Source: an optimization exercise on an open RTL-to-GDS flow (aim: small area, a short achievable clock period and few clock cycles per item). Production flows keep margins and buffers that such runs may drop. At most, simulation tests tie the RTL to the original design; equivalence was not proved. The RTL of runs 5 to 9 was laid out without a check of its function. Power is estimated from default activity; no workload was simulated.

## flow/config.mk

```make
export PLATFORM = sky130hd
export DESIGN_NAME = lpc_encoder
export DESIGN_NICKNAME = lpc_encoder
export VERILOG_FILES = /design/flow/design.v
export SDC_FILE = /design/flow/constraint.sdc
export NUM_CORES = 4
export LEC_CHECK = 0
export CAP_MARGIN = 20
export CORE_MARGIN = 2
export CORE_UTILIZATION = 65
export SETUP_SLACK_MARGIN = 2.8
export SLEW_MARGIN = 20
```

## flow/constraint.sdc

```tcl
create_clock -name core_clock -period 5.0 [get_ports {ACLK}]
set_input_delay 1.0000 -clock core_clock [delete_from_list [all_inputs] [get_ports {ACLK}]]
set_output_delay 1.0000 -clock core_clock [all_outputs]
set_load 0.01 [all_outputs]
```

## flow/design.v

```verilog
module lpc_encoder
(
	input wire ACLK,
	input wire ARESET_N,
	input wire[15:0] TDATA,
	input wire TVALID,
	input wire TLAST,
	input wire TUSER,
	output wire TREADY,
	output wire OUT_VALID,
	output wire OUT_LAST,
	output wire OUT_USER,
	output wire [79:0] OUT_DATA,
	input wire OUT_READY
);
	reg [63:0] data_reg;
	reg [7:0]  pv_reg;
	reg [7:0]  ph_reg;
	reg        user_reg, last_reg;
	reg [1:0]  cnt_reg;
	reg        valid_reg;
	wire       acc   = TVALID & OUT_READY;
	wire [1:0] slot  = TUSER ? 2'd0 : cnt_reg;
	wire       first = (slot == 2'd0);
	wire [7:0] hi    = TDATA[15:8];
	wire [7:0] lo    = TDATA[7:0];
	always @(posedge ACLK or negedge ARESET_N) begin
		if (~ARESET_N) begin
			cnt_reg   <= 2'd0;
			valid_reg <= 1'b0;
		end else begin
			if (acc)
				cnt_reg <= slot + 2'd1;
			valid_reg <= (acc & (slot == 2'd3)) | (valid_reg & ~OUT_READY);
		end
	end
	always @(posedge ACLK) begin
		if (acc) begin
			case (slot)
				2'd0: begin data_reg[15:0]  <= {lo, hi}; pv_reg[1:0] <= {^lo, ^hi}; end
				2'd1: begin data_reg[31:16] <= {lo, hi}; pv_reg[3:2] <= {^lo, ^hi}; end
				2'd2: begin data_reg[47:32] <= {lo, hi}; pv_reg[5:4] <= {^lo, ^hi}; end
				2'd3: begin data_reg[63:48] <= {lo, hi}; pv_reg[7:6] <= {^lo, ^hi}; end
			endcase
			ph_reg   <= (first ? 8'd0 : ph_reg) ^ hi ^ lo;
			user_reg <= first ? TUSER : user_reg;
			last_reg <= (first ? 1'b0 : last_reg) | TLAST;
		end
	end
	assign TREADY    = OUT_READY;
	assign OUT_VALID = valid_reg;
	assign OUT_DATA  = {ph_reg, pv_reg, data_reg};
	assign OUT_USER  = user_reg;
	assign OUT_LAST  = last_reg;
endmodule
```

## flow/flow/run.sh

```bash
#!/bin/bash
set -euo pipefail
export BUFFER_PORTS_ARGS="-buffer_cell sky130_fd_sc_hd__buf_1"
export CTS_ARGS="-sink_clustering_enable -repair_clock_nets -dont_use_dummy_load -sink_clustering_size 30 -sink_clustering_max_diameter 120"
bash standard.sh > standard_flow.log 2>&1
```

## flow/standard.sh

```bash
#!/bin/bash
# synth_recipe.tcl (not shown) runs the flow's synth.tcl, then flattens the netlist and writes it again
# the make line also repeats each setting of config.mk as NAME=value (left out here)
make -C /OpenROAD-flow-scripts/flow DESIGN_CONFIG=/design/flow/config.mk WORK_HOME=/design/flow/orfs CLKGATE_MAP_FILE= SYNTH_SCRIPT=/design/flow/synth_recipe.tcl "${@:-finish}"
```

==> results.toml, run 1 <==
[layout]
postLayoutCoreUtil_pct = 82.0
layout_commonest_cell = "buf_1"
drive_gt1_share_pct = 6.98
design_area_um2 = 3590
syn_to_final_growth_pct = 20.6
finalNetCount = 285
antenna_cells = 0
instances_no_fill = 310
layout_common_cells = "buf_1, edfxtp_1, xnor2_1"
largest_reg_flops = 64

[clocking]
cts_buffer_depth = 2
cts-root-buf = "clkbuf_8"
cts_tree = "yes"
clk_latency_ns = 0.34
cts_hold_buf = 0
clk_pin_slew_ns = 0.08
cts_buffers = 9
cts_max_level = 3
clock_sinks = 85

[grt]
grt_overflow = 0
grt_pass1_wl_mm = 8.58
grt_max_degree = 20
grt_use_total_pct = 23.4
antenna_found_initial = 0
grt_pass1_vias = 1717

[timing]
tns_ns = 0
fmax_mhz = 454
rsz0062_at_grt = "yes"
worst_pin_slew_ns = 0.663
fin_crit_sh_pct = 44.1
setup_viol = 0
hold_violations = 0
relSlewSlack_pct = 55.7
setup_ws_ns = 2.80
fin_skew_ns = 0.0165
drv_slew = 0
finalCriticalPeriod_ns = 2.20

[worst_setup_path]
cpMaxStageDelayCell = "buf_6"
crit_path_max_fanout = 2
worstPathCellList = "buf_8 -> buf_6"
worstPathRequired_ns = 4.00
worstSetupEndpointType = "output pin"
max_stage_delay_ns = 0.11
crit_family = "buffers and inverters"
critPathKind = "primary input to output pin"
cp.arrival_ns = 1.20
critPathLaunchType = "primary input"
path_buf_inv = 2

[logic_synthesis]
synth.area.top_cells = "edfxtp_1, xnor2_1, xor2_1"
netlist_area_um2 = 2980
syn_avg_cell_area_um2 = 20.6
yosys.area.top_type = "edfxtp_1"
ys_seq_elements = 85
yosysSeqAreaShare_pct = 85.1
synth.distinct_cells = 15
syn-num-nets = 170
netlist.area_leader.share_pct = 82.6
synthCells = 145
ys.warnings.count = 1

[floorplan]
ios = 106
start_util_pct = 68.0
core_um2 = 4380
chipWidth_um = 71.7
fp.dieH_um = 71.7
row_count = 24
dieArea_um2 = 5150

[route]
firstDrtPassIters = 4
viasPerCell = 5.35
first_iter_violations = 145
remaining_drc_errors = 0
drt-wirelength-per-cell_um = 18.1
wl_mm = 5.63
via_count = 1659
ant_nets = 0

[place]
hpwl_mm = 3.75
pre_cts_slack_ns = 2.52
place_congestion = 0.729
io_buffers = 105
dpl-instance-area_um2 = 3440
dp.cells = 300

[power]
max-vdd-ir-drop_uv = 258
leakagePower_nw = 1.18
p_per_area_nw_per_um2 = 371

[status]
status = "timing/DRC/antenna clean"

[job]
drv_cap = 0

[hold_path]
holdCritPathClass = "primary input to async pin"
power breakdown:
group          switching, mW  internal (mW)  leakage (nW)
Combinational         0.0852         0.0489         0.334
Sequential            0.0117          0.827         0.786
Clock                  0.200          0.161        0.0647
Total                  0.297           1.04          1.18
cell families after synthesis:
| family | count (synthesis) | synth area share, % |
|---|---|---|
| mux | 1 | 0.378 |
| xor+xnor | 30 | 8.81 |
| buf+inv | 6 | 1.01 |
| simple gates | 16 | 2.43 |
| fa+ha+maj | 3 | 1.26 |
| compound gates | 4 | 1.01 |
| flops | 85 | 85.1 |
routing by layer:
layer	wire (µm)	GRT usage [%]	up-vias	share of wire, %
li1	-	-	752	-
met1	2290	29.8	814	41
met2	2840	38.6	80	50
met3	384	5.06	13	6.8
met4	106	11.5	0	1.9
met5	0	0	-	0
final timing paths:
path / from / slack (ns) / cells past startpoint / end
setup / recovery: OUT_READY / 2.80 / 2 / TREADY
hold / removal: ARESET_N / 0.45 / 1 / cnt_reg[0]$_DFFE_PN0P_
setup reg to reg: cnt_reg[1]$_DFFE_PN0P_ / 3.31 / 3 / pv_reg[4]$_DFFE_PP_
hold reg to reg: valid_reg$_DFF_PN0_ / 0.51 / 1 / valid_reg$_DFF_PN0_
max in group asynchronous: ARESET_N / 4.36 / 1 / valid_reg$_DFF_PN0_
min in group core_clock: valid_reg$_DFF_PN0_ / 0.51 / 1 / valid_reg$_DFF_PN0_
stage by stage:
stage,total power [mW],hold slack [ns]
global placement,0.977,0.465
global route,1.38,0.458
finish,1.33,0.454
floorplan,0.935,0.465
detailed placement,0.986,0.469
CTS,1.34,0.452
synth_stat cells, drive strengths merged:
| cell type | n |
|---|---|
| xor2 | 10 |
| buf | 2 |
| xnor2 | 20 |
| ha | 3 |
| nand2 | 10 |
| o21ba | 1 |
| inv | 4 |
| nor2b | 2 |
| and3 | 3 |
| a21o | 2 |
| mux2 | 1 |
| nor2 | 1 |
| dfrtp | 3 |
| edfxtp | 82 |
| o21ai | 1 |
cell type report:
type / instances / area, µm²
clock buffer: 9 / 124
fill: 253 / 790
inverter: 4 / 15.0
multi-input combinational: 54 / 433
sequential: 85 / 2540
tap: 52 / 65.1
timing repair buffer: 106 / 420
what timing repair did:
action,CTS,global route
gates resized for setup,6,2
hold endpoints to repair,0,0
endpoints found under the setup margin,1,37
setup buffers,1,0
Testbench counts, summed over its fixed seeds: cycles 12,808, items 3,200.
==> run 2, diff against run 1 <==
--- a/flow/config.mk
+++ b/flow/config.mk
@@ -8,5 +8,5 @@
 export CAP_MARGIN = 20
 export CORE_MARGIN = 2
 export CORE_UTILIZATION = 65
-export SETUP_SLACK_MARGIN = 2.8
+export SETUP_SLACK_MARGIN = 3.15
 export SLEW_MARGIN = 20
==> results.toml, run 2 <==
[logic_synthesis]
yosysSeqAreaShare_pct = 85.1
yosysMostFrequentCell = "edfxtp_1"
synthTopCellsByCount = "edfxtp_1, xnor2_1, nand2_1, xor2_1, inv_1"
syn_avg_cell_area_um2 = 20.6
synth-main-ff-cell = "edfxtp_1"
synth-async-reset-ratio_pct = 3.53
synthCells = 145
synth.distinct_cells = 15
syn-num-nets = 170
synth.area.top_cells = "edfxtp_1, xnor2_1, xor2_1"
netlist.area_leader.share_pct = 82.6
synth_edf_count = 82
yosys.area.top_type = "edfxtp_1"
ys_seq_elements = 85
ys.warnings.count = 1
netlist_area_um2 = 2980

[clocking]
cts-root-buf = "clkbuf_8"
cts_buffer_depth = 2
clock_sinks = 85
cts_max_level = 3
cts_buffers = 9

[place]
hpwl_mm = 3.59
place_congestion = 0.704
io_buffers = 105
dpl-instance-area_um2 = 3470

[floorplan]
chipWidth_um = 71.7
row_count = 24
fp.dieH_um = 71.7
start_util_pct = 68.0
ios = 106

[status]
status = "aborted with a tool error"
lastStage = "global routing"
tool.error = "[ERROR DPL-0033] detailed placement checks failed during check placement."

[timing]
grt_worst_setup_endpoint = "TREADY"
worst-ep-kind = "primary output"

[grt]
antenna_found_initial = 0
grt_max_degree = 20
run 2: cell counts after synthesis:
Identical to the previous run, type by type.
run 2: repair_timing:
| action | CTS |
|---|---|
| hold buffers | 0 |
| setup endpoints to repair | 126 |
| pin swaps | 1 |
| resized for setup | 13 |
| gates cloned | 1 |
| endpoints found under the hold margin | 0 |
| buffers inserted | 9 |
run 2: worst max-delay path by stage:
stage	slack [ns]	to	startpoint	cells past startpoint
3_5_place_dp	2.63	pv_reg[1]$_DFFE_PP_	TUSER	3
3_3_place_gp	2.65	TREADY	OUT_READY	2
2_1_floorplan	2.90	TREADY	OUT_READY	1
4_1_cts	2.80	TREADY	OUT_READY	2
run 2: metrics by stage:
stage               cells  utilization, %  setup slack (ns)
CTS                   319            85.2              2.80
detailed placement    300            79.1              2.63
global placement      300            79.1              2.65
floorplan             145               -              2.90
run 2: power by group through the flow:
| stage | registers, mW | logic [mW] | clock network, mW |
|---|---|---|---|
| detailed placement | 0.855 | 0.138 | 0 |
| CTS | 0.840 | 0.154 | 0.360 |
| floorplan | 0.866 | 0.0764 | 0 |
| global placement | 0.854 | 0.131 | 0 |
run 2: cell families after synthesis:
group | after synthesis | share of synthesized area (%)
compound gates | 4 | 1.01
xor+xnor | 30 | 8.81
fa+ha+maj | 3 | 1.26
buf+inv | 6 | 1.01
flops | 85 | 85.1
mux | 1 | 0.378
simple gates | 16 | 2.43
==> run 3, diff against run 2 <==
==> flow/flow/run.sh (replaced) <==
#!/bin/bash
set -euo pipefail
export BUFFER_PORTS_ARGS="-buffer_cell sky130_fd_sc_hd__buf_1"
export CTS_ARGS="-sink_clustering_enable -repair_clock_nets -dont_use_dummy_load -root_buf sky130_fd_sc_hd__clkbuf_8 -buf_list sky130_fd_sc_hd__clkbuf_4"
bash standard.sh > standard_flow.log 2>&1
--- a/flow/config.mk
+++ b/flow/config.mk
@@ -8,5 +8,5 @@
 export CAP_MARGIN = 20
 export CORE_MARGIN = 2
 export CORE_UTILIZATION = 65
-export SETUP_SLACK_MARGIN = 3.15
+export SETUP_SLACK_MARGIN = 2.8
 export SLEW_MARGIN = 20
==> results.toml, run 3 <==
[timing]
hold_violations = 0
setup_ws_ns = 2.80
relSlewSlack_pct = 55.7
drv_slew = 0
finalCriticalPeriod_ns = 2.20
fmax_mhz = 454
worst_pin_slew_ns = 0.663
fin_skew_ns = 0.0165
fin_crit_sh_pct = 44.1
timing.hold.ws_ns = 0.454
rsz0062_at_grt = "yes"
setup_viol = 0
tns_ns = 0

[logic_synthesis]
synth.distinct_cells = 15
ys.warnings.count = 1
yosysMostFrequentCell = "edfxtp_1"
ys_seq_elements = 85
synthCells = 145
synth-async-reset-ratio_pct = 3.53
synthTopCellsByCount = "edfxtp_1, xnor2_1, nand2_1, xor2_1, inv_1"
yosysSeqAreaShare_pct = 85.1
syn_avg_cell_area_um2 = 20.6
syn-num-nets = 170
netlist_area_um2 = 2980
synth-main-ff-cell = "edfxtp_1"
netlist.area_leader.share_pct = 82.6
synth_edf_count = 82
yosys.area.top_type = "edfxtp_1"
synth.area.top_cells = "edfxtp_1, xnor2_1, xor2_1"

[layout]
layout_commonest_cell = "buf_1"
antenna_cells = 0
finalNetCount = 285
fillers = 253
drive_gt1_share_pct = 6.98
layout_common_cells = "buf_1, edfxtp_1, xnor2_1"
syn_to_final_growth_pct = 20.6
largest_reg_flops = 64

[worst_setup_path]
max_stage_delay_ns = 0.11
crit_family = "buffers and inverters"
worstSetupEndpointType = "output pin"
critPathKind = "primary input to output pin"
worstPathRequired_ns = 4.00
critPathLaunchType = "primary input"
cpMaxStageDelayCell = "buf_6"
crit_path_max_fanout = 2
cp.arrival_ns = 1.20
path_buf_inv = 2
worstPathCellList = "buf_8 -> buf_6"

[route]
drt-wirelength-per-cell_um = 18.1
remaining_drc_errors = 0
wl_mm = 5.63
ant_nets = 0
via_count = 1659
first_iter_violations = 145
firstDrtPassIters = 4
viasPerCell = 5.35

[power]
leakagePower_nw = 1.18
power_mw = 1.33
p_per_area_nw_per_um2 = 371
max-vdd-ir-drop_uv = 258

[floorplan]
row_count = 24
chipWidth_um = 71.7
core_um2 = 4380
fp.dieH_um = 71.7
start_util_pct = 68.0
ios = 106
dieArea_um2 = 5150

[clocking]
clock_sinks = 85
cts_buffers = 9
cts_buffer_depth = 2
cts_tree = "yes"
cts_max_level = 3
clk_latency_ns = 0.34
cts-root-buf = "clkbuf_8"
clk_pin_slew_ns = 0.08

[grt]
grt_pass1_vias = 1717
antenna_found_initial = 0
grt_pass1_wl_mm = 8.58
grt_overflow = 0
grt_max_degree = 20
grt_use_total_pct = 23.4

[hold_path]
holdCritPathClass = "primary input to async pin"

[job]
drv_cap = 0

[place]
place_congestion = 0.729
pre_cts_slack_ns = 2.52
hpwl_mm = 3.75
io_buffers = 105

[status]
status = "timing/DRC/antenna clean"
==> run 3: path summary, 6_finish.rpt <==
| check | slack [ns] | depth (start not counted) | startpoint | endpoint |
|---|---|---|---|---|
| setup / recovery | 2.80 | 2 | OUT_READY | TREADY |
| hold / removal | 0.45 | 1 | ARESET_N | cnt_reg[0]$_DFFE_PN0P_ |
| setup reg to reg | 3.31 | 3 | cnt_reg[1]$_DFFE_PN0P_ | pv_reg[4]$_DFFE_PP_ |
| hold reg to reg | 0.51 | 1 | valid_reg$_DFF_PN0_ | valid_reg$_DFF_PN0_ |
| max in group asynchronous | 4.36 | 1 | ARESET_N | valid_reg$_DFF_PN0_ |
| min in group core_clock | 0.51 | 1 | valid_reg$_DFF_PN0_ | valid_reg$_DFF_PN0_ |
==> run 3: layer usage <==
| layer | up-vias | GRT usage [%] | wire [µm] |
|---|---|---|---|
| met5 | - | 0 | 0 |
| met4 | 0 | 11.5 | 106 |
| met3 | 13 | 5.06 | 384 |
| met2 | 80 | 38.6 | 2840 |
| met1 | 814 | 29.8 | 2290 |
| li1 | 752 | - | - |
==> run 3: repair_timing <==
action / 4_1_cts / 5_1_grt
setup buffers: 1 / 0
gates resized for setup: 6 / 2
setup endpoints to repair: 1 / 37
pin swaps: 0 / 0
hold buffers: 0 / 0
==> run 3: cell type report <==
| type | count | area (µm²) | share of cell area (%) |
|---|---|---|---|
| flip-flops and latches | 85 | 2540 | 70.6 |
| repair buffers | 106 | 420 | 11.7 |
| clock buffers | 9 | 124 | 3.45 |
| multi-input cells | 54 | 433 | 12.0 |
| well taps | 52 | 65.1 | 1.81 |
| inverters | 4 | 15.0 | 0.418 |
==> run 3: per-stage QoR <==
step	utilization [%]	instances	area, µm²
final	82.0	310	3590
after global routing	82.0	310	3590
after CTS	81.8	310	3590
after detailed placement	78.4	300	3440
after global placement	78.4	300	3440
after floorplan	-	145	2990
==> run 3: cells by family (layout without fill, tap and decap cells) <==
logic type               after synthesis  count (layout)  synth area share [%]
AO/OA/AOI/OAI                          4               4                  1.01
XOR/XNOR                              30              30                  8.81
adder cells (fa/ha/maj)                3               3                  1.26
buffers and inverters                  6             119                  1.01
flip-flops                            85              85                  85.1
multiplexers                           1               1                 0.378
AND/OR/NAND/NOR                       16              16                  2.43
==> run 3: power by group <==
group | internal (mW) | switching [mW] | total [mW]
Combinational | 0.0489 | 0.0852 | 0.134
Clock | 0.161 | 0.200 | 0.361
Sequential | 0.827 | 0.0117 | 0.839
==> run 4, diff against run 3 <==
==> flow/flow/run.sh (replaced) <==
#!/bin/bash
set -euo pipefail
export BUFFER_PORTS_ARGS="-buffer_cell sky130_fd_sc_hd__buf_1"
export CTS_ARGS="-sink_clustering_enable -repair_clock_nets -dont_use_dummy_load -sink_clustering_size 45 -sink_clustering_max_diameter 200 -buf_list {sky130_fd_sc_hd__clkbuf_4 sky130_fd_sc_hd__clkbuf_8}"
bash standard.sh > standard_flow.log 2>&1
==> results.toml, run 4 <==
[floorplan]
fp.dieH_um = 71.7
start_util_pct = 68.0
chipWidth_um = 71.7
row_count = 24
core_um2 = 4380
dieArea_um2 = 5150
ios = 106

[place]
place_congestion = 0.729
io_buffers = 105
dpl-instance-area_um2 = 3440
hpwl_mm = 3.75

[clocking]
clk_latency_ns = 0.34
cts_hold_buf = 0
cts_buffer_depth = 2
cts-root-buf = "clkbuf_8"
cts_buffers = 9
cts_tree = "yes"
clock_sinks = 85
cts_max_level = 3
clk_pin_slew_ns = 0.08

[worst_setup_path]
worstSetupEndpointType = "output pin"
critPathKind = "primary input to output pin"
r2r-start = "cnt_reg[1]$_DFFE_PN0P_"
rr_worst_depth = 3
crit_cells = 2
crit_path_max_fanout = 2
max_stage_delay_ns = 0.11
critPathLaunchType = "primary input"
r2r_setup_slack_ns = 3.31
cp.arrival_ns = 1.20
crit_family = "buffers and inverters"
cpMaxStageDelayCell = "buf_6"
path_buf_inv = 2
worstPathCellList = "buf_8 -> buf_6"
worstPathRequired_ns = 4.00
r2r_end = "pv_reg[4]$_DFFE_PP_"

[logic_synthesis]
synth-async-reset-ratio_pct = 3.53
synth.distinct_cells = 15
synth-compound-area-share_pct = 1.01
yosys.area_share.simple_pct = 2.43
synthCells = 145
synth_adder_area_share_pct = 1.26
syn-num-nets = 170
synthTopCellsByCount = "edfxtp_1, xnor2_1, nand2_1, xor2_1, inv_1"
muxShareOfSynthArea_pct = 0.378
synth_xor_area_share_pct = 8.81
yosys.area.top_type = "edfxtp_1"
netlist.area_leader.share_pct = 82.6
synth_top_family_by_area = "XOR/XNOR gates"
netlist_area_um2 = 2980
syn_avg_cell_area_um2 = 20.6
synth-main-ff-cell = "edfxtp_1"
ys_seq_elements = 85
synth_edf_count = 82
ys.warnings.count = 1
yosysMostFrequentCell = "edfxtp_1"
yosysSeqAreaShare_pct = 85.1
synth.area.top_cells = "edfxtp_1, xnor2_1, xor2_1"

[grt]
grt_pass1_vias = 1717
grt_pass1_wl_mm = 8.58
antenna_found_initial = 0
grt_use_total_pct = 23.4
grt_max_degree = 20
grt_overflow = 0

[route]
via_count = 1659
viasPerCell = 5.35
ant_nets = 0
firstDrtPassIters = 4
first_iter_violations = 145
remaining_drc_errors = 0
wl_mm = 5.63
drt-wirelength-per-cell_um = 18.1

[layout]
fillers = 253
finalNetCount = 285
antenna_cells = 0
design_area_um2 = 3590
syn_to_final_growth_pct = 20.6
layout_commonest_cell = "buf_1"
layout_common_cells = "buf_1, edfxtp_1, xnor2_1"
largest_reg_flops = 64
drive_gt1_share_pct = 6.98

[timing]
finalCriticalPeriod_ns = 2.20
setup_viol = 0
fin_skew_ns = 0.0165
rsz0062_at_grt = "yes"
fin_crit_sh_pct = 44.1
tns_ns = 0
fmax_mhz = 454
drv_slew = 0
hold_violations = 0
worst_pin_slew_ns = 0.663
relSlewSlack_pct = 55.7

[power]
p_per_area_nw_per_um2 = 371
leakagePower_nw = 1.18
power_mw = 1.33
max-vdd-ir-drop_uv = 258

[status]
status = "timing/DRC/antenna clean"

[job]
drv_cap = 0

[hold_path]
holdCritPathClass = "primary input to async pin"
run 4: per-stage QoR:
step / utilization [%] / setup WS [ns] / hold slack, ns / instances
3_3_place_gp: 78.4 / 2.65 / 0.465 / 300
5_1_grt: 82.0 / 2.79 / 0.458 / 310
2_1_floorplan: - / 2.88 / 0.465 / 145
3_5_place_dp: 78.4 / 2.52 / 0.469 / 300
6_report: 82.0 / 2.80 / 0.454 / 310
4_1_cts: 81.8 / 2.80 / 0.452 / 310
run 4: routing by layer:
| layer | vias to the layer above | global-route usage, % | part of all wire, % |
|---|---|---|---|
| met2 | 80 | 38.6 | 50 |
| met3 | 13 | 5.06 | 6.8 |
| met1 | 814 | 29.8 | 41 |
| li1 | 752 | - | - |
| met4 | 0 | 11.5 | 1.9 |
| met5 | - | 0 | 0 |
run 4: logic make-up after synthesis:
logic type,Yosys count
AO/OA/AOI/OAI,4
XOR/XNOR,30
adder cells (fa/ha/maj),3
buffers and inverters,6
flip-flops,85
multiplexers,1
AND/OR/NAND/NOR,16
run 4: worst max-delay path by stage:
stage,from,end,slack [ns]
after floorplan,OUT_READY,TREADY,2.88
after global placement,TUSER,pv_reg[6]$_DFFE_PP_,2.65
after detailed placement,TUSER,data_reg[29]$_DFFE_PP_,2.52
after CTS,OUT_READY,TREADY,2.80
after global routing,OUT_READY,TREADY,2.79
final,OUT_READY,TREADY,2.80
run 4: where the power goes:
| part | leakage (nW) | internal, mW | switching (mW) |
|---|---|---|---|
| Clock | 0.0647 | 0.161 | 0.200 |
| Sequential | 0.786 | 0.827 | 0.0117 |
| Combinational | 0.334 | 0.0489 | 0.0852 |
run 4: timing repair:
action | CTS | global route
setup endpoints to repair | 1 | 37
setup buffers | 1 | 0
gates resized for setup | 6 | 2
run 4: final cells by class:
class | count | area, µm² | share of cell area, %
clock buffers | 9 | 124 | 3.45
inverters | 4 | 15.0 | 0.418
multi-input cells | 54 | 433 | 12.0
flip-flops and latches | 85 | 2540 | 70.6
well taps | 52 | 65.1 | 1.81
repair buffers | 106 | 420 | 11.7
run 4: worst register-to-register path, stage by stage, from the launching register on:
cell and delay, ns:
dfrtp_1 0.37, nor2b_1 0.27, ha_1 0.19, and3_2 0.50
==> run 5, diff against run 4 <==
==> flow/design.v (replaced) <==
module lpc_encoder
(
	input wire ACLK,
	input wire ARESET_N,
	input wire[15:0] TDATA,
	input wire TVALID,
	input wire TLAST,
	input wire TUSER,
	output wire TREADY,
	output wire OUT_VALID,
	output wire OUT_LAST,
	output wire OUT_USER,
	output wire [79:0] OUT_DATA,
	input wire OUT_READY
);
	reg [63:0] data_reg;
	reg [7:0]  pv_reg;
	reg [7:0]  ph_reg;
	reg        user_reg, last_reg;
	reg [1:0]  cnt_reg;
	reg        valid_reg;
	reg        full_reg;           
	reg [15:0] sk_data;
	reg        sk_user, sk_last;
	wire       acc   = TVALID & ~full_reg;
	wire       xfer  = valid_reg & OUT_READY;
	wire       park  = acc & valid_reg & ~OUT_READY;    
	wire       unpark = full_reg & OUT_READY;
	wire       wr    = (acc & ~park) | unpark;           
	wire [15:0] src  = full_reg ? sk_data : TDATA;
	wire       s_user = full_reg ? sk_user : TUSER;
	wire       s_last = full_reg ? sk_last : TLAST;
	wire [1:0] slot  = (s_user | full_reg) ? 2'd0 : cnt_reg;
	wire       first = (slot == 2'd0);
	wire [7:0] hi    = src[15:8];
	wire [7:0] lo    = src[7:0];
	always @(posedge ACLK or negedge ARESET_N) begin
		if (~ARESET_N) begin
			cnt_reg   <= 2'd0;
			valid_reg <= 1'b0;
			full_reg  <= 1'b0;
		end else begin
			if (wr)
				cnt_reg <= slot + 2'd1;
			valid_reg <= (wr & (slot == 2'd3)) | (valid_reg & ~OUT_READY);
			full_reg  <= park | (full_reg & ~OUT_READY);
		end
	end
	always @(posedge ACLK) begin
		if (~full_reg) begin
			sk_data <= TDATA;
			sk_user <= TUSER;
			sk_last <= TLAST;
		end
		if (wr) begin
			case (slot)
				2'd0: begin data_reg[15:0]  <= {lo, hi}; pv_reg[1:0] <= {^lo, ^hi}; end
				2'd1: begin data_reg[31:16] <= {lo, hi}; pv_reg[3:2] <= {^lo, ^hi}; end
				2'd2: begin data_reg[47:32] <= {lo, hi}; pv_reg[5:4] <= {^lo, ^hi}; end
				2'd3: begin data_reg[63:48] <= {lo, hi}; pv_reg[7:6] <= {^lo, ^hi}; end
			endcase
			ph_reg   <= (first ? 8'd0 : ph_reg) ^ hi ^ lo;
			user_reg <= first ? s_user : user_reg;
			last_reg <= (first ? 1'b0 : last_reg) | s_last;
		end
	end
	assign TREADY    = ~full_reg;
	assign OUT_VALID = valid_reg;
	assign OUT_DATA  = {ph_reg, pv_reg, data_reg};
	assign OUT_USER  = user_reg;
	assign OUT_LAST  = last_reg;
endmodule
==> flow/run.sh (new file) <==
#!/bin/bash
# synth_recipe.tcl (not shown) runs the flow's synth.tcl, then flattens the netlist and writes it again
# the make line also repeats each setting of config.mk as NAME=value (left out here)
make -C /OpenROAD-flow-scripts/flow DESIGN_CONFIG=/design/flow/config.mk WORK_HOME=/design/flow/orfs CLKGATE_MAP_FILE= SYNTH_SCRIPT=/design/flow/synth_recipe.tcl finish
--- a/flow/config.mk
+++ b/flow/config.mk
@@ -7,6 +7,6 @@
 export LEC_CHECK = 0
 export CAP_MARGIN = 20
 export CORE_MARGIN = 2
-export CORE_UTILIZATION = 65
-export SETUP_SLACK_MARGIN = 2.8
+export CORE_UTILIZATION = 40
+export SETUP_SLACK_MARGIN = 3.2
 export SLEW_MARGIN = 20
removed: flow/flow/run.sh
removed: flow/standard.sh
==> results.toml, run 5 <==
[status]
status = "timing/DRC/antenna clean"

[clocking]
cts_buffers = 9
cts_max_level = 3
clock_sinks = 104
cts_buffer_depth = 2
cts_tree = "yes"
clk_latency_ns = 0.36
clk_pin_slew_ns = 0.10
cts-root-buf = "clkbuf_8"

[timing]
fin_crit_sh_pct = 40.9
hold_violations = 0
rsz0062_at_grt = "yes"
tns_ns = 0
worst_pin_slew_ns = 0.305
fmax_mhz = 489
finalCriticalPeriod_ns = 2.05
fin_skew_ns = 0.0120
relSlewSlack_pct = 79.7
drv_slew = 0
setup_viol = 0

[power]
p_sw_share_pct = 28.0
power_frac_seq_pct = 52.2
clkPwrFrac_pct = 24.6
p_per_area_nw_per_um2 = 420
comb_power_share_pct = 23.2
power_mw = 2.17
leakagePower_nw = 2.04
max-vdd-ir-drop_uv = 178
p_int_mw = 1.56
p_sw_mw = 0.606

[logic_synthesis]
synth.distinct_cells = 22
yosysSeqAreaShare_pct = 77.2
ys.warnings.count = 1
synthTopCellsByCount = "edfxtp_1, xnor2_1, dfxtp_1"
ys_seq_elements = 104
netlist.area_leader.share_pct = 65.0
synth-async-reset-ratio_pct = 3.85
yosys.area.top_type = "edfxtp_1"
yosysMostFrequentCell = "edfxtp_1"
synthCells = 206
synth.area.top_cells = "edfxtp_1, dfxtp_1, xnor2_1"
synth-main-ff-cell = "edfxtp_1"
syn_avg_cell_area_um2 = 18.4
synth_edf_count = 82
netlist_area_um2 = 3790
syn-num-nets = 232

[worst_setup_path]
crit_path_start = "full_reg$_DFF_PN0_"
r2r_end = "ph_reg[2]$_DFFE_PN_"
setup.worst_path.end = "TREADY"
critPathKind = "register to output pin"
cp.arrival_ns = 1.05
crit_path_max_fanout = 2
r2r-start = "full_reg$_DFF_PN0_"
worstSetupEndpointType = "output pin"
r2r_setup_slack_ns = 3.00
worstPathRequired_ns = 4.00
rr_worst_depth = 5
critPathLaunchType = "register"

[route]
drt-wirelength-per-cell_um = 18.5
remaining_drc_errors = 0
first_iter_violations = 114
ant_nets = 0
via_count = 2189
firstDrtPassIters = 4
viasPerCell = 4.75
wl_mm = 8.54

[layout]
syn_to_final_growth_pct = 36.0
fillers = 783
antenna_cells = 0
layout_common_cells = "edfxtp_1, buf_2, xnor2_1"
postLayoutCoreUtil_pct = 56.0
layout_commonest_cell = "edfxtp_1"
drive_gt1_share_pct = 47.1
largest_reg_flops = 64
finalNetCount = 371

[floorplan]
chipWidth_um = 101
fp.dieH_um = 101
dieArea_um2 = 10300
ios = 106
core_um2 = 9200
row_count = 35
start_util_pct = 41.2

[grt]
grt_pass1_wl_mm = 12.8
grt_max_degree = 19
grt_use_total_pct = 17.3
antenna_found_initial = 0
grt_overflow = 0
grt_pass1_vias = 2251

[place]
io_buffers = 105
place_congestion = 0.708
hpwl_mm = 5.07

[hold_path]
holdCritPathClass = "register to register"

[job]
drv_cap = 0
[run 5: cell types whose count changed in the layout (fill, tap and decap cells not counted), sizes merged, moves of 4 or more]
cell         delta
and2            +7
dfxtp          +18
dlygate4sd2    +18
inv            +11
mux2            +9
mux2i          +12
nand2           -4
nor2            +4
xnor2          +10
xor2            -6
[run 5: how the worst min path moves through the flow]
| stage | startpoint | to | slack (ns) | depth (start not counted) |
|---|---|---|---|---|
| global route | sk_user$_DFF_P_ | sk_user$_DFF_P_ | 0.52 | 1 |
| CTS | sk_user$_DFF_P_ | sk_user$_DFF_P_ | 0.49 | 1 |
| global placement | sk_user$_DFF_P_ | sk_user$_DFF_P_ | 0.45 | 1 |
| finish | sk_user$_DFF_P_ | sk_user$_DFF_P_ | 0.48 | 1 |
| floorplan | sk_last$_DFF_P_ | sk_last$_DFF_P_ | 0.44 | 1 |
| detailed placement | sk_user$_DFF_P_ | sk_user$_DFF_P_ | 0.46 | 1 |
[run 5: final cells by class]
type                            count  area [µm²]  share of cell area (%)
Inverter                           13        56.3                    1.09
Clock inverter                      7        77.6                    1.51
Sequential cell                   104        2930                    56.8
Timing Repair Buffer              127         863                    16.8
Tap cell                          111         139                    2.70
Clock buffer                        9         124                    2.41
Multi-Input combinational cell     90         963                    18.7
[run 5: power groups by stage]
stage | Clock, mW | Sequential (mW) | Combinational (mW)
6_report | 0.532 | 1.13 | 0.503
3_3_place_gp | 0 | 1.16 | 0.464
4_1_cts | 0.538 | 1.13 | 0.496
2_1_floorplan | 0 | 1.18 | 0.215
3_5_place_dp | 0 | 1.16 | 0.472
5_1_grt | 0.575 | 1.14 | 0.545
[run 5: repair_timing]
action / CTS / global route
endpoints found under the hold margin: 0 / 0
resized for setup: 379 / 7
hold buffers: 0 / 0
gates cloned: 5 / 0
buffers inserted: 20 / 2
setup endpoints to repair: 190 / 168
pin swaps: 19 / 0
[run 5: stage by stage]
stage | instances | worst slack, ns | hold WS (ns) | instance area, µm²
finish | 461 | 2.95 | 0.484 | 5150
global route | 461 | 2.92 | 0.515 | 5150
CTS | 459 | 2.94 | 0.486 | 5100
detailed placement | 418 | 2.08 | 0.463 | 5010
global placement | 418 | 2.10 | 0.453 | 5010
floorplan | 206 | 3.04 | 0.441 | 3860
[run 5: routing by layer]
layer	global-route usage [%]	wire, µm	vias to the layer above
met5	0	0	-
met4	5.93	118	0
met3	4.35	541	10
met2	27.7	4120	86
met1	23.3	3770	1080
li1	-	-	1013
[run 5: kinds of logic (layout without fill, tap and decap cells)]
| logic type | Yosys count | in the layout | share of synthesized area, % |
|---|---|---|---|
| flops | 104 | 104 | 77.2 |
| fa+ha+maj | 4 | 4 | 1.32 |
| simple gates | 19 | 22 | 2.41 |
| mux | 22 | 22 | 7.80 |
| buf+inv | 17 | 156 | 2.38 |
| compound gates | 6 | 8 | 1.02 |
| xor+xnor | 34 | 34 | 7.87 |
[run 5: worst max-delay path, cell delays in order, from the launching register on]
cell      delay [ns]
dfrtp_4         0.53
clkinv_4        0.07
buf_6           0.09
==> run 6, diff against run 5 <==
--- a/flow/design.v
+++ b/flow/design.v
@@ -19,18 +19,18 @@
 	reg        user_reg, last_reg;
 	reg [1:0]  cnt_reg;
 	reg        valid_reg;
-	reg        full_reg;           
+	reg        ready_reg;          
 	reg [15:0] sk_data;
 	reg        sk_user, sk_last;
-	wire       acc   = TVALID & ~full_reg;
+	wire       acc   = TVALID & ready_reg;
 	wire       xfer  = valid_reg & OUT_READY;
 	wire       park  = acc & valid_reg & ~OUT_READY;    
-	wire       unpark = full_reg & OUT_READY;
+	wire       unpark = ~ready_reg & OUT_READY;
 	wire       wr    = (acc & ~park) | unpark;           
-	wire [15:0] src  = full_reg ? sk_data : TDATA;
-	wire       s_user = full_reg ? sk_user : TUSER;
-	wire       s_last = full_reg ? sk_last : TLAST;
-	wire [1:0] slot  = (s_user | full_reg) ? 2'd0 : cnt_reg;
+	wire [15:0] src  = ready_reg ? TDATA : sk_data;
+	wire       s_user = ready_reg ? TUSER : sk_user;
+	wire       s_last = ready_reg ? TLAST : sk_last;
+	wire [1:0] slot  = (s_user | ~ready_reg) ? 2'd0 : cnt_reg;
 	wire       first = (slot == 2'd0);
 	wire [7:0] hi    = src[15:8];
 	wire [7:0] lo    = src[7:0];
@@ -38,16 +38,16 @@
 		if (~ARESET_N) begin
 			cnt_reg   <= 2'd0;
 			valid_reg <= 1'b0;
-			full_reg  <= 1'b0;
+			ready_reg <= 1'b1;
 		end else begin
 			if (wr)
 				cnt_reg <= slot + 2'd1;
 			valid_reg <= (wr & (slot == 2'd3)) | (valid_reg & ~OUT_READY);
-			full_reg  <= park | (full_reg & ~OUT_READY);
+			ready_reg <= ~park & (ready_reg | OUT_READY);
 		end
 	end
 	always @(posedge ACLK) begin
-		if (~full_reg) begin
+		if (ready_reg) begin
 			sk_data <= TDATA;
 			sk_user <= TUSER;
 			sk_last <= TLAST;
@@ -64,7 +64,7 @@
 			last_reg <= (first ? 1'b0 : last_reg) | s_last;
 		end
 	end
-	assign TREADY    = ~full_reg;
+	assign TREADY    = ready_reg;
 	assign OUT_VALID = valid_reg;
 	assign OUT_DATA  = {ph_reg, pv_reg, data_reg};
 	assign OUT_USER  = user_reg;
==> flow/flow/run.sh (new file) <==
#!/bin/bash
set -euo pipefail
export BUFFER_PORTS_ARGS="-buffer_cell sky130_fd_sc_hd__buf_1"
bash standard.sh > standard_flow.log 2>&1
==> flow/standard.sh (new file) <==
#!/bin/bash
# synth_recipe.tcl (not shown) runs the flow's synth.tcl, then flattens the netlist and writes it again
# the make line also repeats each setting of config.mk as NAME=value (left out here)
make -C /OpenROAD-flow-scripts/flow DESIGN_CONFIG=/design/flow/config.mk WORK_HOME=/design/flow/orfs CLKGATE_MAP_FILE= SYNTH_SCRIPT=/design/flow/synth_recipe.tcl "${@:-finish}"
removed: flow/run.sh
==> results.toml, run 6 <==
[logic_synthesis]
ys.warnings.count = 1
muxShareOfSynthArea_pct = 6.86
yosys.area_share.simple_pct = 2.86
synth.distinct_cells = 22
ys_seq_elements = 104
synth-async-reset-ratio_pct = 3.85
yosysSeqAreaShare_pct = 77.8
netlist.area_leader.share_pct = 65.5
synthCells = 205
synth_top_family_by_area = "XOR/XNOR gates"
syn-num-nets = 231
synth_xor_area_share_pct = 7.93
synth-compound-area-share_pct = 1.10
synthTopCellsByCount = "edfxtp_1, xnor2_1, dfxtp_1"
yosysMostFrequentCell = "edfxtp_1"
synth_edf_count = 82
synth_adder_area_share_pct = 1.33
synth-main-ff-cell = "edfxtp_1"
yosys.area.top_type = "edfxtp_1"
synth.area.top_cells = "edfxtp_1, dfxtp_1, xnor2_1"
syn_avg_cell_area_um2 = 18.3
netlist_area_um2 = 3760

[grt]
antenna_found_initial = 0
grt_pass1_vias = 2311
grt_use_total_pct = 18.1
grt_pass1_wl_mm = 13.0
grt_overflow = 0
grt_max_degree = 18

[worst_setup_path]
cp.arrival_ns = 2.23
crit_family = "flip-flops"
worstSetupEndpointType = "register"
r2r_end = "ph_reg[5]$_DFFE_PN_"
critPathKind = "register to register"
crit_path_max_fanout = 8
r2r_setup_slack_ns = 2.88
path_buf_inv = 3
critPathLaunchType = "register"
cpMostUsedCell = "buf_6"
worstPathRequired_ns = 5.11
crit_path_start = "ready_reg$_DFF_PN1_"
r2r-start = "ready_reg$_DFF_PN1_"
max_stage_delay_ns = 0.65
setup.worst_path.end = "ph_reg[5]$_DFFE_PN_"
rr_worst_depth = 9
cpMaxStageDelayCell = "dfstp_4"
crit_cells = 9
worstPathCellList = "buf_6 -> buf_6 -> nor2b_4 -> nand2_4 -> buf_6 -> ha_4 -> nor2b_2 -> xnor2_1 -> xnor2_1"

[timing]
tns_ns = 0
relSlewSlack_pct = 79.0
finalCriticalPeriod_ns = 2.12
rsz0062_at_grt = "yes"
fin_crit_sh_pct = 42.4
fmax_mhz = 472
worst_pin_slew_ns = 0.314
hold_violations = 0
setup_viol = 0
fin_skew_ns = 0.00781
drv_slew = 0

[layout]
syn_to_final_growth_pct = 56.3
design_area_um2 = 5870
finalNetCount = 414
layout_commonest_cell = "edfxtp_1"
largest_reg_flops = 64
layout_common_cells = "edfxtp_1, clkbuf_2, buf_1"
antenna_cells = 0
drive_gt1_share_pct = 57.5
multi_input_area_um2 = 1190
seqCellArea_um2 = 2930
fillers = 660

[status]
status = "timing/DRC/antenna clean"

[route]
via_count = 2408
remaining_drc_errors = 0
firstDrtPassIters = 4
ant_nets = 0
wl_mm = 9.52
viasPerCell = 4.78
drt-wirelength-per-cell_um = 18.9
first_iter_violations = 83

[place]
hpwl_mm = 4.75
dpl-instance-area_um2 = 4310
place_congestion = 0.728
io_buffers = 105

[clocking]
cts_buffer_depth = 2
cts-root-buf = "clkbuf_8"
cts_tree = "yes"
clk_pin_slew_ns = 0.09
cts_hold_buf = 0
clock_sinks = 104
cts_max_level = 3
cts_buffers = 9
clk_latency_ns = 0.36

[floorplan]
start_util_pct = 40.9
fp.dieH_um = 101
ios = 106
chipWidth_um = 101
core_um2 = 9200
dieArea_um2 = 10200
row_count = 35

[power]
leakagePower_nw = 2.41
p_per_area_nw_per_um2 = 408
max-vdd-ir-drop_uv = 199

[job]
drv_cap = 0

[hold_path]
holdCritPathClass = "primary input to async pin"
## run 6: per-layer routing
| metal | up-vias | track usage, % | part of all wire [%] |
|---|---|---|---|
| li1 | 1100 | - | - |
| met1 | 1186 | 23.8 | 40 |
| met2 | 100 | 29.3 | 52 |
| met3 | 22 | 3.40 | 4.8 |
| met4 | 0 | 8.21 | 2.8 |
| met5 | - | 0 | 0 |
## run 6: timing repair
item / 4_1_cts / 5_1_grt
gates cloned: 8 / 0
resized for setup: 70 / 112
pin swaps: 12 / 12
endpoints found under the setup margin: 244 / 196
setup buffers: 46 / 16
## run 6: logic make-up after synthesis
kind of cell             after synthesis
flip-flops                           104
XOR/XNOR                              34
multiplexers                          22
AND/OR/NAND/NOR                       20
buffers and inverters                 15
AO/OA/AOI/OAI                          6
adder cells (fa/ha/maj)                4
## run 6: worst register-to-register path, delay by kind of cell, from the launching register on
kind / cells / cell delay (ns)
xor gates and xnor gates: 2 / 0.25
DFF: 1 / 0.65
adders and majority gates: 1 / 0.23
buffers and inverters: 3 / 0.33
and+or+nand+nor: 3 / 0.42
## run 6: worst min-delay path by stage
stage / cells after the start / end / from
CTS: 1 / valid_reg$_DFF_PN0_ / ARESET_N
finish: 1 / valid_reg$_DFF_PN0_ / ARESET_N
global route: 1 / valid_reg$_DFF_PN0_ / ARESET_N
detailed placement: 1 / sk_last$_DFF_P_ / sk_last$_DFF_P_
floorplan: 1 / sk_user$_DFF_P_ / sk_user$_DFF_P_
global placement: 1 / sk_user$_DFF_P_ / sk_user$_DFF_P_
## run 6: power by group
part	switching, mW	internal [mW]	total [mW]
Sequential	0.0517	1.08	1.13
Clock	0.277	0.262	0.539
Combinational	0.343	0.380	0.724
Total	0.672	1.72	2.40
## run 6: final cells by class
class | count | area share [%]
tap | 111 | 2.37
inverter | 12 | 1.07
timing repair buffer | 172 | 22.8
sequential | 104 | 49.9
clock inverter | 5 | 1.04
clock buffer | 11 | 2.58
multi-input combinational | 89 | 20.3
## run 6: metrics by stage
stage | hold WS (ns) | setup slack, ns | total power, mW | instances | util (%)
finish | 0.457 | 2.88 | 2.40 | 504 | 63.9
global route | 0.457 | 2.82 | 2.49 | 504 | 63.9
CTS | 0.437 | 2.88 | 2.26 | 488 | 58.9
detailed placement | 0.466 | 2.41 | 1.51 | 418 | 46.9
global placement | 0.454 | 2.46 | 1.51 | 418 | 46.9
floorplan | 0.447 | 2.98 | 1.39 | 205 | -
==> run 7, diff against run 6 <==
--- a/flow/config.mk
+++ b/flow/config.mk
@@ -8,5 +8,5 @@
 export CAP_MARGIN = 20
 export CORE_MARGIN = 2
 export CORE_UTILIZATION = 40
-export SETUP_SLACK_MARGIN = 3.2
+export SETUP_SLACK_MARGIN = 3.4
 export SLEW_MARGIN = 20
==> results.toml, run 7 <==
[power]
p_sw_mw = 0.657
power_frac_seq_pct = 48.3
clkPwrFrac_pct = 22.0
p_int_mw = 1.69
comb_power_share_pct = 29.7
max-vdd-ir-drop_uv = 189
p_sw_share_pct = 28.0
leakagePower_nw = 2.37
p_per_area_nw_per_um2 = 406

[layout]
postLayoutCoreUtil_pct = 63.0
multi_input_area_um2 = 1080
fillers = 662
drive_gt1_share_pct = 53.9
layout_common_cells = "edfxtp_1, clkbuf_2, buf_1"
antenna_cells = 0
largest_reg_flops = 64
syn_to_final_growth_pct = 54.2
finalNetCount = 407
layout_commonest_cell = "edfxtp_1"
seqCellArea_um2 = 2930

[status]
status = "timing/DRC/antenna clean"

[logic_synthesis]
netlist_area_um2 = 3760
synth-async-reset-ratio_pct = 3.85
synth.distinct_cells = 22
yosysMostFrequentCell = "edfxtp_1"
synthTopCellsByCount = "edfxtp_1, xnor2_1, dfxtp_1"
synth.area.top_cells = "edfxtp_1, dfxtp_1, xnor2_1"
syn-num-nets = 231
ys.warnings.count = 1
ys_seq_elements = 104
netlist.area_leader.share_pct = 65.5
yosys.area.top_type = "edfxtp_1"
synthCells = 205
yosysSeqAreaShare_pct = 77.8
synth-main-ff-cell = "edfxtp_1"
synth_edf_count = 82
syn_avg_cell_area_um2 = 18.3

[timing]
rsz0062_at_grt = "yes"
drv_slew = 0
relSlewSlack_pct = 74.9
hold_violations = 0
setup_viol = 0
fin_crit_sh_pct = 43.0
timing.hold.ws_ns = 0.446
fin_skew_ns = 0.0142
finalCriticalPeriod_ns = 2.15
worst_pin_slew_ns = 0.374
fmax_mhz = 465
tns_ns = 0

[grt]
grt_pass1_wl_mm = 12.0
grt_use_total_pct = 16.4
grt_overflow = 0
antenna_found_initial = 0
grt_max_degree = 18
grt_pass1_vias = 2204

[route]
remaining_drc_errors = 0
ant_nets = 0
drt-wirelength-per-cell_um = 17.6
viasPerCell = 4.64
dr_wl_met3_um = 335
m1WireLength_mm = 3.71
first_iter_violations = 80
dr_wl_met2_mm = 4.46
routed.top_layer = "met4"
firstDrtPassIters = 4
via_count = 2304
wl_mm = 8.75

[worst_setup_path]
crit_path_max_fanout = 6
r2r-start = "ready_reg$_DFF_PN1_"
critPathLaunchType = "register"
crit_path_start = "ready_reg$_DFF_PN1_"
worstPathRequired_ns = 5.08
cp.arrival_ns = 2.23
worstSetupEndpointType = "register"
critPathKind = "register to register"

[clocking]
cts_buffers = 9
cts_max_level = 3
clk_pin_slew_ns = 0.10
cts_hold_buf = 0
cts-root-buf = "clkbuf_8"
cts_tree = "yes"
cts_buffer_depth = 2
clk_latency_ns = 0.36
clock_sinks = 104

[hold_path]
holdCritPathClass = "primary input to async pin"

[place]
place_congestion = 0.742
io_buffers = 105
hpwl_mm = 4.68

[floorplan]
chipWidth_um = 101
start_util_pct = 40.9
row_count = 35
ios = 106
core_um2 = 9200
fp.dieH_um = 101
dieArea_um2 = 10200

[job]
drv_cap = 0
-- run 7: cell counts after synthesis --
No cell type changed its count.
-- run 7: timing repair --
| action | 4_1_cts | 5_1_grt |
|---|---|---|
| gates cloned | 5 | 1 |
| resized for setup | 53 | 120 |
| setup endpoints to repair | 268 | 257 |
| pin swaps | 13 | 13 |
| buffers inserted | 40 | 17 |
-- run 7: final timing paths --
check / to / slack [ns] / cells past startpoint
max: pv_reg[0]$_DFFE_PP_ / 2.85 / 6
max in group asynchronous: ready_reg$_DFF_PN1_ / 4.31 / 1
min reg2reg: sk_user$_DFF_P_ / 0.48 / 1
max reg2reg: pv_reg[0]$_DFFE_PP_ / 2.85 / 6
min in group core_clock: sk_user$_DFF_P_ / 0.48 / 1
min: valid_reg$_DFF_PN0_ / 0.45 / 1
-- run 7: critical path, stage by stage (launching register included) --
cell	delay (ns)
dfstp_4	0.66
buf_8	0.18
buf_12	0.14
mux2i_4	0.25
xnor2_1	0.12
xnor2_1	0.33
xnor2_2	0.17
-- run 7: power groups by stage --
| stage | clock [mW] | combinational (mW) | sequential [mW] |
|---|---|---|---|
| final | 0.517 | 0.699 | 1.13 |
| after global routing | 0.561 | 0.742 | 1.14 |
| after CTS | 0.520 | 0.565 | 1.13 |
| after detailed placement | 0 | 0.359 | 1.15 |
| after global placement | 0 | 0.351 | 1.15 |
| after floorplan | 0 | 0.210 | 1.18 |
-- run 7: routing by layer --
metal	track usage, %	vias up
met2	27.4	75
met4	7.07	0
met5	0	-
met3	2.15	17
li1	-	1074
met1	21.5	1138
-- run 7: cells by family (layout without fill, tap and decap cells) --
logic type                 after synthesis  after routing  share of synthesized area (%)
and+or+nand+nor                         20             20                           2.86
xor gates and xnor gates                34             34                           7.93
AOI/OAI and AO/OA                        6              6                           1.10
DFF                                    104            104                           77.8
buffers and inverters                   15            196                           2.10
muxes                                   22             22                           6.86
adders and majority gates                4              4                           1.33
-- run 7: per-stage QoR --
stage | setup WS (ns) | instances | power [mW] | cell area, µm²
CTS | 2.89 | 479 | 2.22 | 5320
global placement | 2.45 | 418 | 1.51 | 4310
global route | 2.77 | 497 | 2.45 | 5790
detailed placement | 2.41 | 418 | 1.51 | 4310
floorplan | 2.98 | 205 | 1.39 | 3820
finish | 2.85 | 497 | 2.35 | 5790
-- run 7: cell type report --
type                       instances  share of cell area [%]
sequential                       104                    50.5
timing repair buffer             168                    23.9
multi-input combinational         86                    18.6
tap                              111                    2.40
clock buffer                      10                    2.20
clock inverter                     6                    1.17
inverter                          12                    1.17
==> run 8, diff against run 7 <==
==> flow/design.v (replaced) <==
module lpc_encoder
(
	input wire ACLK,
	input wire ARESET_N,
	input wire[15:0] TDATA,
	input wire TVALID,
	input wire TLAST,
	input wire TUSER,
	output wire TREADY,
	output wire OUT_VALID,
	output wire OUT_LAST,
	output wire OUT_USER,
	output wire [79:0] OUT_DATA,
	input wire OUT_READY
);
	reg [63:0] data_reg;
	reg [7:0]  pv_reg;
	reg [7:0]  ph_reg;
	reg        user_reg, last_reg;
	reg [3:0]  slot_reg;           
	reg        valid_reg;
	reg        full_reg;           
	reg        ready_reg;          
	reg [15:0] sk_data;
	reg        sk_user, sk_last;
	wire       busy   = valid_reg & ~OUT_READY;            
	wire       take   = TVALID & ready_reg;
	wire       park   = take & busy;
	wire       wr     = (take & ~busy) | (full_reg & OUT_READY);
	wire [15:0] src   = full_reg ? sk_data : TDATA;
	wire       s_user = full_reg ? sk_user : TUSER;
	wire       s_last = full_reg ? sk_last : TLAST;
	wire       first  = full_reg | TUSER | slot_reg[0];
	wire       en0    = wr & first;
	wire       en1    = wr & ~first & slot_reg[1];
	wire       en2    = wr & ~first & slot_reg[2];
	wire       en3    = wr & ~first & slot_reg[3];
	wire [7:0] hi     = src[15:8];
	wire [7:0] lo     = src[7:0];
	always @(posedge ACLK or negedge ARESET_N) begin
		if (~ARESET_N) begin
			slot_reg  <= 4'b0001;
			valid_reg <= 1'b0;
			full_reg  <= 1'b0;
			ready_reg <= 1'b1;
		end else begin
			if (wr)
				slot_reg <= {en2, en1, en0, en3};
			valid_reg <= en3 | busy;
			full_reg  <= park | (full_reg & ~OUT_READY);
			ready_reg <= ~park & (ready_reg | OUT_READY);
		end
	end
	always @(posedge ACLK) begin
		if (ready_reg) begin
			sk_data <= TDATA;
			sk_user <= TUSER;
			sk_last <= TLAST;
		end
		if (en0) begin data_reg[15:0]  <= {lo, hi}; pv_reg[1:0] <= {^lo, ^hi}; user_reg <= s_user; end
		if (en1) begin data_reg[31:16] <= {lo, hi}; pv_reg[3:2] <= {^lo, ^hi}; end
		if (en2) begin data_reg[47:32] <= {lo, hi}; pv_reg[5:4] <= {^lo, ^hi}; end
		if (en3) begin data_reg[63:48] <= {lo, hi}; pv_reg[7:6] <= {^lo, ^hi}; end
		if (wr) begin
			ph_reg   <= (first ? 8'd0 : ph_reg) ^ hi ^ lo;
			last_reg <= (first ? 1'b0 : last_reg) | s_last;
		end
	end
	assign TREADY    = ready_reg;
	assign OUT_VALID = valid_reg;
	assign OUT_DATA  = {ph_reg, pv_reg, data_reg};
	assign OUT_USER  = user_reg;
	assign OUT_LAST  = last_reg;
endmodule
==> flow/run.sh (new file) <==
#!/bin/bash
# synth_recipe.tcl (not shown) runs the flow's synth.tcl, then flattens the netlist and writes it again
# the make line also repeats each setting of config.mk as NAME=value (left out here)
make -C /OpenROAD-flow-scripts/flow DESIGN_CONFIG=/design/flow/config.mk WORK_HOME=/design/flow/orfs CLKGATE_MAP_FILE= SYNTH_SCRIPT=/design/flow/synth_recipe.tcl finish
--- a/flow/config.mk
+++ b/flow/config.mk
@@ -8,5 +8,5 @@
 export CAP_MARGIN = 20
 export CORE_MARGIN = 2
 export CORE_UTILIZATION = 40
-export SETUP_SLACK_MARGIN = 3.4
+export SETUP_SLACK_MARGIN = 3.2
 export SLEW_MARGIN = 20
removed: flow/flow/run.sh
removed: flow/standard.sh
==> results.toml, run 8 <==
[status]
status = "timing/DRC/antenna clean"

[place]
io_buffers = 105
dp.cells = 434
place_congestion = 0.717
pre_cts_slack_ns = 1.95
hpwl_mm = 5.38
dpl-instance-area_um2 = 5310

[layout]
instances_no_fill = 506
largest_reg_flops = 64
finalNetCount = 390
antenna_cells = 0
design_area_um2 = 5750
drive_gt1_share_pct = 55.5
postLayoutCoreUtil_pct = 58.9
syn_to_final_growth_pct = 42.7
layout_commonest_cell = "edfxtp_1"
layout_common_cells = "edfxtp_1, buf_2, buf_4"

[worst_setup_path]
max_stage_delay_ns = 0.65
cp.arrival_ns = 1.11
crit_path_max_fanout = 2
critPathKind = "register to output pin"
worstPathCellList = "buf_6"
worstPathRequired_ns = 4.00
path_buf_inv = 1
cpMaxStageDelayCell = "dfstp_4"
crit_family = "flip-flops"
worstSetupEndpointType = "output pin"
critPathLaunchType = "register"

[timing]
fin_crit_sh_pct = 42.1
fmax_mhz = 475
drv_slew = 0
finalCriticalPeriod_ns = 2.11
rsz0062_at_grt = "yes"
hold_violations = 0
tns_ns = 0
timing.hold.ws_ns = 0.557
setup_ws_ns = 2.89
worst_pin_slew_ns = 0.372
relSlewSlack_pct = 75.1
setup_viol = 0
fin_skew_ns = 0.0173

[job]
drv_cap = 0

[logic_synthesis]
yosysMostFrequentCell = "edfxtp_1"
netlist_area_um2 = 4030
synthTopCellsByCount = "edfxtp_1, xnor2_1, inv_1, nand2_1, mux2_2"
syn_avg_cell_area_um2 = 20.2
ys.warnings.count = 1
ys_seq_elements = 107
synth-main-ff-cell = "edfxtp_1"
synthCells = 200
synth_edf_count = 100
yosysSeqAreaShare_pct = 78.9
synth.area.top_cells = "edfxtp_1, xnor2_1, dfrtp_1"
syn-num-nets = 222
netlist.area_leader.share_pct = 74.5
synth.distinct_cells = 28
yosys.area.top_type = "edfxtp_1"
synth-async-reset-ratio_pct = 6.54

[grt]
grt_pass1_vias = 2430
grt_max_degree = 19
grt_overflow = 0
grt_pass1_wl_mm = 13.9
grt_use_total_pct = 17.2
antenna_found_initial = 0

[clocking]
cts_tree = "yes"
clk_latency_ns = 0.36
clock_sinks = 107
cts-root-buf = "clkbuf_8"
cts_buffers = 9
clk_pin_slew_ns = 0.10
cts_buffer_depth = 2
cts_hold_buf = 0
cts_max_level = 3

[route]
drt-wirelength-per-cell_um = 18.2
wl_mm = 9.20
remaining_drc_errors = 0
ant_nets = 0
viasPerCell = 4.61
via_count = 2334
firstDrtPassIters = 4
first_iter_violations = 102

[floorplan]
core_um2 = 9770
ios = 106
chipWidth_um = 104
row_count = 36
start_util_pct = 41.2
fp.dieH_um = 104
dieArea_um2 = 10900

[power]
max-vdd-ir-drop_uv = 170
leakagePower_nw = 2.28
power_mw = 1.98
p_per_area_nw_per_um2 = 344

[hold_path]
holdCritPathClass = "register to register"
[run 8: worst paths after layout]
check                      cells past startpoint               startpoint  slack (ns)                      end
setup / recovery                               1      ready_reg$_DFF_PN1_        2.89                   TREADY
hold / removal                                 1  slot_reg[1]$_DFFE_PN0N_        0.56  slot_reg[2]$_DFFE_PN0N_
setup reg to reg                               9      ready_reg$_DFF_PN1_        2.95   data_reg[26]$_DFFE_PP_
hold reg to reg                                1  slot_reg[1]$_DFFE_PN0N_        0.56  slot_reg[2]$_DFFE_PN0N_
max in group asynchronous                      1                 ARESET_N        3.77  slot_reg[0]$_DFFE_PN1N_
min in group asynchronous                      1                 ARESET_N        0.91      valid_reg$_DFF_PN0_
[run 8: area by class of cell]
cell class,instances,area (µm²)
Tap cell,133,166
Inverter,10,41.3
Fill cell,785,4020
Timing Repair inverter,1,7.51
Clock buffer,11,131
Clock inverter,5,36.3
Multi-Input combinational cell,79,960
Timing Repair Buffer,160,1220
Sequential cell,107,3190
[run 8: cells by family (layout without fill, tap and decap cells)]
group           count (synthesis)  after routing  synth area share, %
xor+xnor                       30             30                 7.88
buf+inv                        14            187                 2.02
mux                            21             21                 7.05
flops                         107            107                 78.9
simple gates                   19             19                 2.27
compound gates                  9              9                 1.89
[run 8: timing repair]
| item | CTS | global route |
|---|---|---|
| gates cloned | 3 | 0 |
| pin swaps | 19 | 16 |
| gates resized for setup | 412 | 16 |
| setup buffers | 42 | 11 |
| setup endpoints to repair | 244 | 175 |
[run 8: power breakdown]
| group | switching (mW) | internal [mW] |
|---|---|---|
| Combinational | 0.189 | 0.209 |
| Clock | 0.280 | 0.184 |
| Sequential | 0.0351 | 1.08 |
| Total | 0.504 | 1.48 |
[run 8: layer usage]
layer	track usage, %	part of all wire (%)	vias to the layer above
met1	21.4	41	1160
li1	-	-	1086
met4	5.31	1.7	0
met5	0	0	-
met3	4.32	5.8	11
met2	29.5	52	77
==> run 9, diff against run 8 <==
==> flow/flow/run.sh (new file) <==
#!/bin/bash
set -euo pipefail
export BUFFER_PORTS_ARGS="-buffer_cell sky130_fd_sc_hd__buf_1"
bash standard.sh > standard_flow.log 2>&1
==> flow/standard.sh (new file) <==
#!/bin/bash
# synth_recipe.tcl (not shown) runs the flow's synth.tcl, then flattens the netlist and writes it again
# the make line also repeats each setting of config.mk as NAME=value (left out here)
make -C /OpenROAD-flow-scripts/flow DESIGN_CONFIG=/design/flow/config.mk WORK_HOME=/design/flow/orfs CLKGATE_MAP_FILE= SYNTH_SCRIPT=/design/flow/synth_recipe.tcl "${@:-finish}"
removed: flow/run.sh
==> results.toml, run 9 <==
[timing]
finalCriticalPeriod_ns = 2.11
fmax_mhz = 475
rsz0062_at_grt = "yes"
setup_ws_ns = 2.89
worst_pin_slew_ns = 0.411
relSlewSlack_pct = 72.6
hold_violations = 0
setup_viol = 0
drv_slew = 0
tns_ns = 0
timing.hold.ws_ns = 0.524
fin_crit_sh_pct = 42.1
fin_skew_ns = 0.00959

[place]
place_congestion = 0.734
pre_cts_slack_ns = 2.30
dpl-instance-area_um2 = 4660
hpwl_mm = 5.14
io_buffers = 105

[worst_setup_path]
cp.arrival_ns = 1.11
r2r-start = "ready_reg$_DFF_PN1_"
cpMaxStageDelayCell = "dfstp_4"
r2r_setup_slack_ns = 3.00
worstSetupEndpointType = "output pin"
rr_worst_depth = 8
worstPathCellList = "buf_6"
critPathKind = "register to output pin"
r2r_end = "data_reg[47]$_DFFE_PP_"
max_stage_delay_ns = 0.64
worstPathRequired_ns = 4.00
critPathLaunchType = "register"
path_buf_inv = 1
crit_family = "flip-flops"
crit_path_max_fanout = 2

[grt]
grt_use_total_pct = 15.8
antenna_found_initial = 0
grt_overflow = 0
grt_pass1_vias = 2239
grt_max_degree = 20
grt_pass1_wl_mm = 12.7

[logic_synthesis]
ys.warnings.count = 1
netlist_area_um2 = 4030
synth.area.top_cells = "edfxtp_1, xnor2_1, dfrtp_1"
syn-num-nets = 222
yosys.area.top_type = "edfxtp_1"
netlist.area_leader.share_pct = 74.5
synth.distinct_cells = 28
synth-main-ff-cell = "edfxtp_1"
synthTopCellsByCount = "edfxtp_1, xnor2_1, inv_1, nand2_1, mux2_2"
yosysMostFrequentCell = "edfxtp_1"
synthCells = 200
synth_edf_count = 100
syn_avg_cell_area_um2 = 20.2
synth-async-reset-ratio_pct = 6.54
ys_seq_elements = 107
yosysSeqAreaShare_pct = 78.9

[route]
viasPerCell = 4.58
firstDrtPassIters = 4
first_iter_violations = 62
drt-wirelength-per-cell_um = 17.0
remaining_drc_errors = 0
ant_nets = 0
via_count = 2258
wl_mm = 8.39

[clocking]
clock_sinks = 107
cts_max_level = 3
cts_buffers = 9
cts-root-buf = "clkbuf_8"
cts_buffer_depth = 2
cts_tree = "yes"
cts_hold_buf = 0
clk_pin_slew_ns = 0.10
clk_latency_ns = 0.37

[floorplan]
dieArea_um2 = 10900
start_util_pct = 41.2
ios = 106
chipWidth_um = 104
row_count = 36
core_um2 = 9770
fp.dieH_um = 104

[power]
p_int_mw = 1.45
p_sw_mw = 0.504
p_per_area_nw_per_um2 = 353
comb_power_share_pct = 18.1
max-vdd-ir-drop_uv = 143
clkPwrFrac_pct = 24.5
p_sw_share_pct = 25.8
power_frac_seq_pct = 57.4
leakagePower_nw = 2.12

[hold_path]
holdCritPathClass = "primary input to async pin"

[layout]
layout_commonest_cell = "edfxtp_1"
design_area_um2 = 5520
drive_gt1_share_pct = 47.5
antenna_cells = 0
largest_reg_flops = 64
syn_to_final_growth_pct = 36.9
finalNetCount = 377
postLayoutCoreUtil_pct = 56.5
layout_common_cells = "edfxtp_1, clkbuf_2, buf_1"

[job]
drv_cap = 0

[status]
status = "timing/DRC/antenna clean"
run 9: cell types whose count changed in the layout (fill, tap and decap cells not counted), sizes merged:
cell           before  now
clkbuf             19   86
clkinvlp            4    3
clkinv              1    4
clkdlybuf4s50       2    0
clkdlybuf4s15       4    0
buf               146   70
run 9: per-stage QoR:
stage	power, mW	instances
2_1_floorplan	1.30	200
3_3_place_gp	1.38	434
3_5_place_dp	1.39	434
4_1_cts	1.93	484
5_1_grt	2.03	493
6_report	1.95	493
run 9: timing repair:
| action | 4_1_cts | 5_1_grt |
|---|---|---|
| endpoints found under the setup margin | 232 | 158 |
| gates cloned | 3 | 0 |
| pin swaps | 7 | 8 |
| resized for setup | 18 | 83 |
| setup buffers | 31 | 9 |
run 9: power groups by stage:
stage               clock [mW]  combinational, mW  sequential [mW]
finish                   0.478              0.353             1.12
global route             0.523              0.381             1.13
CTS                      0.489              0.323             1.12
detailed placement           0              0.241             1.15
global placement             0              0.234             1.15
floorplan                    0              0.142             1.16
run 9: routing by layer:
layer  track usage, %  wire [µm]  up-vias
li1                 -          -     1051
met1             19.3       3540     1125
met2             27.1       4330       68
met3             3.57        361       14
met4             6.27        153        0
met5                0          0        -
run 9: logic make-up after synthesis:
logic type / Yosys count / synth area share [%]
flops: 107 / 78.9
xor+xnor: 30 / 7.88
mux: 21 / 7.05
simple gates: 19 / 2.27
buf+inv: 14 / 2.02
compound gates: 9 / 1.89
run 9: how the worst max path moves through the flow:
| stage | slack, ns | cells after the start | to | start |
|---|---|---|---|---|
| finish | 2.89 | 1 | TREADY | ready_reg$_DFF_PN1_ |
| global route | 2.86 | 1 | TREADY | ready_reg$_DFF_PN1_ |
| detailed placement | 2.30 | 5 | data_reg[32]$_DFFE_PP_ | OUT_READY |
| floorplan | 2.79 | 4 | data_reg[16]$_DFFE_PP_ | OUT_READY |
| global placement | 2.38 | 4 | pv_reg[6]$_DFFE_PP_ | TUSER |
| CTS | 2.87 | 1 | TREADY | ready_reg$_DFF_PN1_ |
run 9: final cells by class:
cell class                 instances  area, µm²
clock buffer                       9        124
clock inverter                     7       52.6
fill                             800       4260
inverter                          10       41.3
multi-input combinational         79        900
sequential                       107       3190
tap                              133        166
timing repair buffer             147       1040
timing repair inverter             1       7.51

==> what the ideal ports hide <==
In the flow no input, the clock included, has a driving cell. The finished layouts below were timed again as built, in two steps.
Step 1 sets driving cells, clkbuf_16 on the clock port and buf_2 on the other inputs (assumed; they add their load-dependent delay and slew).
Step 2 also shifts input and output timing later by t, the mid clock arrival at the registers, as if the neighbouring blocks saw the same clock.
a / b / c = ideal ports / drivers / drivers and shift; a / b = the first two.
run	shift t [ns]	slack for setup (ns)	hold slack, ns	worst register clock-pin slew, ns
run 1	0.357	2.797 / 2.755 / 2.564	0.454 / 0.451 / 0.506	0.08 / 0.08
run 3	0.357	2.797 / 2.755 / 2.564	0.454 / 0.451 / 0.506	0.08 / 0.08
run 4	0.357	2.797 / 2.755 / 2.564	0.454 / 0.451 / 0.506	0.08 / 0.08
run 5	0.383	2.954 / 2.923 / 2.675	0.484 / 0.484 / 0.484	0.10 / 0.10
run 6	0.388	2.882 / 2.866 / 2.559	0.457 / 0.449 / 0.484	0.10 / 0.10
run 7	0.378	2.849 / 2.849 / 2.624	0.446 / 0.444 / 0.481	0.10 / 0.10
run 8	0.383	2.893 / 2.862 / 2.627	0.557 / 0.557 / 0.557	0.10 / 0.10
run 9	0.392	2.895 / 2.866 / 2.656	0.524 / 0.518 / 0.553	0.10 / 0.10
After both steps every run listed still meets setup and hold. For run 6, which loses most, drivers alone change the setup slack by -0.016 ns; drivers and shift together by -0.323 ns.
